This is an optimization exercise on Yosys and OpenROAD, whose aim is small area, not a production implementation. Function was checked by simulation only, so behaviour that the tests miss may differ from the original. No activity file was given, so power comes from the tool's default toggle rates.

==> flow/design.v (excerpt) <==
module top #(
  parameter integer CLK_FREQ_HZ            = 20_000,
  parameter         BUTTONS_ACTIVE_LOW      = 1,
  parameter         TESTMODE_ACTIVE_LOW     = 0,
  parameter         LED_ENABLE_ACTIVE_LOW    = 0,
  parameter integer DEBOUNCE_TIME_MS               = 5,
  parameter integer RUN_TIME_NORMAL_S         = 30,
  parameter integer RUN_TIME_TEST_S           = 3,
  parameter integer DIV_TIMER_TOGGLE       = CLK_FREQ_HZ/2,
  parameter integer DIV_LED_TOGGLE      = CLK_FREQ_HZ/2,
  parameter integer DIV_HEARTBEAT_TOGGLE       = CLK_FREQ_HZ/4
)(
  input  wire clk,
  input  wire rst,    
  input  wire I1, I2, I3, I4, I5,
  output reg  led,
  output reg  O1, O2, O3, O4, O5
);
  reg start_s0, start_s1_n, stop_s0, stop_s1_n, rst_s0, rst_s1_n;
  reg test_s0_n, test_s1, leden_s0_n, leden_s1;
  always @(posedge clk) begin
    start_s0   <= ~rst & ~I1;
    stop_s0    <= ~rst & ~I2;
    rst_s0     <= ~rst & ~I3;
    start_s1_n <= rst | ~start_s0;
    stop_s1_n  <= rst | ~stop_s0;
    rst_s1_n   <= rst | ~rst_s0;
    test_s0_n  <= rst | ~I4;
    leden_s0_n <= rst | ~I5;
    test_s1    <= ~rst & ~test_s0_n;
    leden_s1   <= ~rst & ~leden_s0_n;
  end
  reg [6:0] db_st, db_sp, db_rs;
  reg st_state, sp_state, rs_state;
  reg st_state_d, sp_state_d, rs_state_d;
  wire st_lvl = ~start_s1_n, sp_lvl = ~stop_s1_n, rs_lvl = ~rst_s1_n;
  wire st_term = (~db_st[0] & db_st[1] & ~db_st[2] & db_st[3] & db_st[5]);
  wire sp_term = (~db_sp[0] & db_sp[1] & ~db_sp[2] & db_sp[3] & db_sp[5]);
  wire rs_term = (~db_rs[0] & db_rs[1] & ~db_rs[2] & db_rs[3] & db_rs[5]);
  always @(posedge clk) begin
    db_st <= (rst | (st_lvl == st_state) | st_term) ? 7'h0 : {~db_st[5:0], db_st[6] ^ db_st[0]};
    db_sp <= (rst | (sp_lvl == sp_state) | sp_term) ? 7'h0 : {~db_sp[5:0], db_sp[6] ^ db_sp[0]};
    db_rs <= (rst | (rs_lvl == rs_state) | rs_term) ? 7'h0 : {~db_rs[5:0], db_rs[6] ^ db_rs[0]};
    st_state <= ~rst & (st_term ? st_lvl : st_state);
    sp_state <= ~rst & (sp_term ? sp_lvl : sp_state);
    rs_state <= ~rst & (rs_term ? rs_lvl : rs_state);
    st_state_d <= ~rst & st_state;
    sp_state_d <= ~rst & sp_state;
    rs_state_d <= ~rst & rs_state;
  end
  wire start_rise = st_state & ~st_state_d;
  wire stop_rise  = sp_state & ~sp_state_d;
  wire rst_rise   = rs_state & ~rs_state_d;
  reg m1, m2;
  reg timeup, past;    
  reg [19:0] tcnt;
  ...
==> flow/config.mk <==
export PLATFORM = sky130hd
export DESIGN_NAME = top
export DESIGN_NICKNAME = top
export VERILOG_FILES = /design/flow/design.v
export SDC_FILE = /design/flow/constraint.sdc
export NUM_CORES = 4
export LEC_CHECK = 0
export CAP_MARGIN = 20
export CORE_MARGIN = 2
export CORE_UTILIZATION = 60
export SLEW_MARGIN = 20
==> flow/constraint.sdc <==
create_clock -name core_clock -period 10.0 [get_ports {clk}]
set_input_delay 2.0000 -clock core_clock [delete_from_list [all_inputs] [get_ports {clk}]]
set_output_delay 2.0000 -clock core_clock [all_outputs]
set_load 0.01 [all_outputs]
standard.sh (not shown) runs the stock make flow with config.mk's settings and CLKGATE_MAP_FILE= SYNTH_SCRIPT=/design/flow/synth_recipe.tcl, a recipe that flattens the netlist after the stock synthesis.
==> flow/flow/run.sh <==
#!/bin/bash
# Standard layout, with small port buffers and a clock tree without dummy loads.
set -euo pipefail
bash standard.sh "BUFFER_PORTS_ARGS=-buffer_cell sky130_fd_sc_hd__buf_1" "CTS_ARGS=-sink_clustering_enable -repair_clock_nets -dont_use_dummy_load" finish > flow_make.log 2>&1
Then changed:
==> flow/run.sh (new file) <==
#!/bin/bash
# synth_recipe.tcl (not shown) runs the flow's synth.tcl, then flattens the netlist and writes it again
# the make line also repeats each setting of config.mk as NAME=value (left out here)
make -C /OpenROAD-flow-scripts/flow DESIGN_CONFIG=/design/flow/config.mk WORK_HOME=/design/flow/orfs CLKGATE_MAP_FILE= SYNTH_SCRIPT=/design/flow/synth_recipe.tcl finish
--- a/flow/config.mk
+++ b/flow/config.mk
@@ -9,3 +9,5 @@
 export CORE_MARGIN = 2
-export CORE_UTILIZATION = 60
+export CORE_UTILIZATION = 40
+export CTS_BUF_LIST = sky130_fd_sc_hd__clkbuf_8
+export CTS_CLUSTER_SIZE = 40
 export SLEW_MARGIN = 20
removed: flow/flow/run.sh
removed: flow/standard.sh
=>
- via count came out higher by 1.9%
- non-clock buffer count is unchanged
- worst setup slack got worse by 320 ps
- final area came out higher by 6.0%
- total power rises by 11%
- sequential power stays flat
- clock skew falls by 6.6 ps
Then changed:
==> flow/flow/run.sh (new file) <==
#!/bin/bash
# Standard layout, with small port buffers and a clock tree without dummy loads.
set -euo pipefail
bash standard.sh "BUFFER_PORTS_ARGS=-buffer_cell sky130_fd_sc_hd__buf_1" "CTS_ARGS=-sink_clustering_enable -repair_clock_nets -dont_use_dummy_load" finish > flow_make.log 2>&1
==> flow/standard.sh (new file) <==
#!/bin/bash
# synth_recipe.tcl (not shown) runs the flow's synth.tcl, then flattens the netlist and writes it again
# the make line also repeats each setting of config.mk as NAME=value (left out here)
make -C /OpenROAD-flow-scripts/flow DESIGN_CONFIG=/design/flow/config.mk WORK_HOME=/design/flow/orfs CLKGATE_MAP_FILE= SYNTH_SCRIPT=/design/flow/synth_recipe.tcl "${@:-finish}"
--- a/flow/config.mk
+++ b/flow/config.mk
@@ -9,5 +9,4 @@
 export CORE_MARGIN = 2
-export CORE_UTILIZATION = 40
-export CTS_BUF_LIST = sky130_fd_sc_hd__clkbuf_8
-export CTS_CLUSTER_SIZE = 40
+export CORE_UTILIZATION = 75
+export PLACE_DENSITY = 0.85
 export SLEW_MARGIN = 20
removed: flow/run.sh
Effect:
- die area came out lower by 45%
- sequential power is about the same
- design area came out lower by 6.3%
- synthesized area does not change
- synthesized cell count does not change
- count of clock-buffer cells in the layout stays the same
- routed wire length came out higher by 0.75%
- global-route usage came out higher by 10 points
- combinational power came out lower by about 10%
Then changed:
--- a/flow/config.mk
+++ b/flow/config.mk
@@ -9,4 +9,3 @@
 export CORE_MARGIN = 2
-export CORE_UTILIZATION = 75
-export PLACE_DENSITY = 0.85
+export CORE_UTILIZATION = 40
 export SLEW_MARGIN = 20
Result: The new run ran to the end with no violations. Wire length falls by 0.91%. Sequential cell count is unchanged. Combinational power hardly moves. Power hardly moves. Critical path depth stays the same.

[static timing again, ports no longer ideal]
The flow's constraints put no driver on any port. The routed layouts listed below were extracted and timed again, unchanged, in two steps. Step 1 assumes that a clkbuf_16 drives the clock port and a buf_2 every other input. Step 2 adds t to the input delays and takes it off the output delays; t is the mean of the earliest and latest rising clock arrival at the registers after step 1. Input paths then give back, and output paths get back, about the clock's delay inside the block. Three values: no drivers, after step 1, after step 2; two values: the first two.
run	shift t [ns]	setup WS [ns]	pins driven straight from the clock port
the first run	0.368	6.694 / 6.702 / 6.334	1
the second run	0.376	6.377 / 6.383 / 6.007	1
the third run	0.371	6.713 / 6.718 / 6.347	1
the fourth run	0.368	6.685 / 6.695 / 6.326	1
After both steps every run listed still meets setup and hold. The setup slack of the second run, which loses most, moves by +0.006 ns with the drivers and by -0.370 ns with both steps.
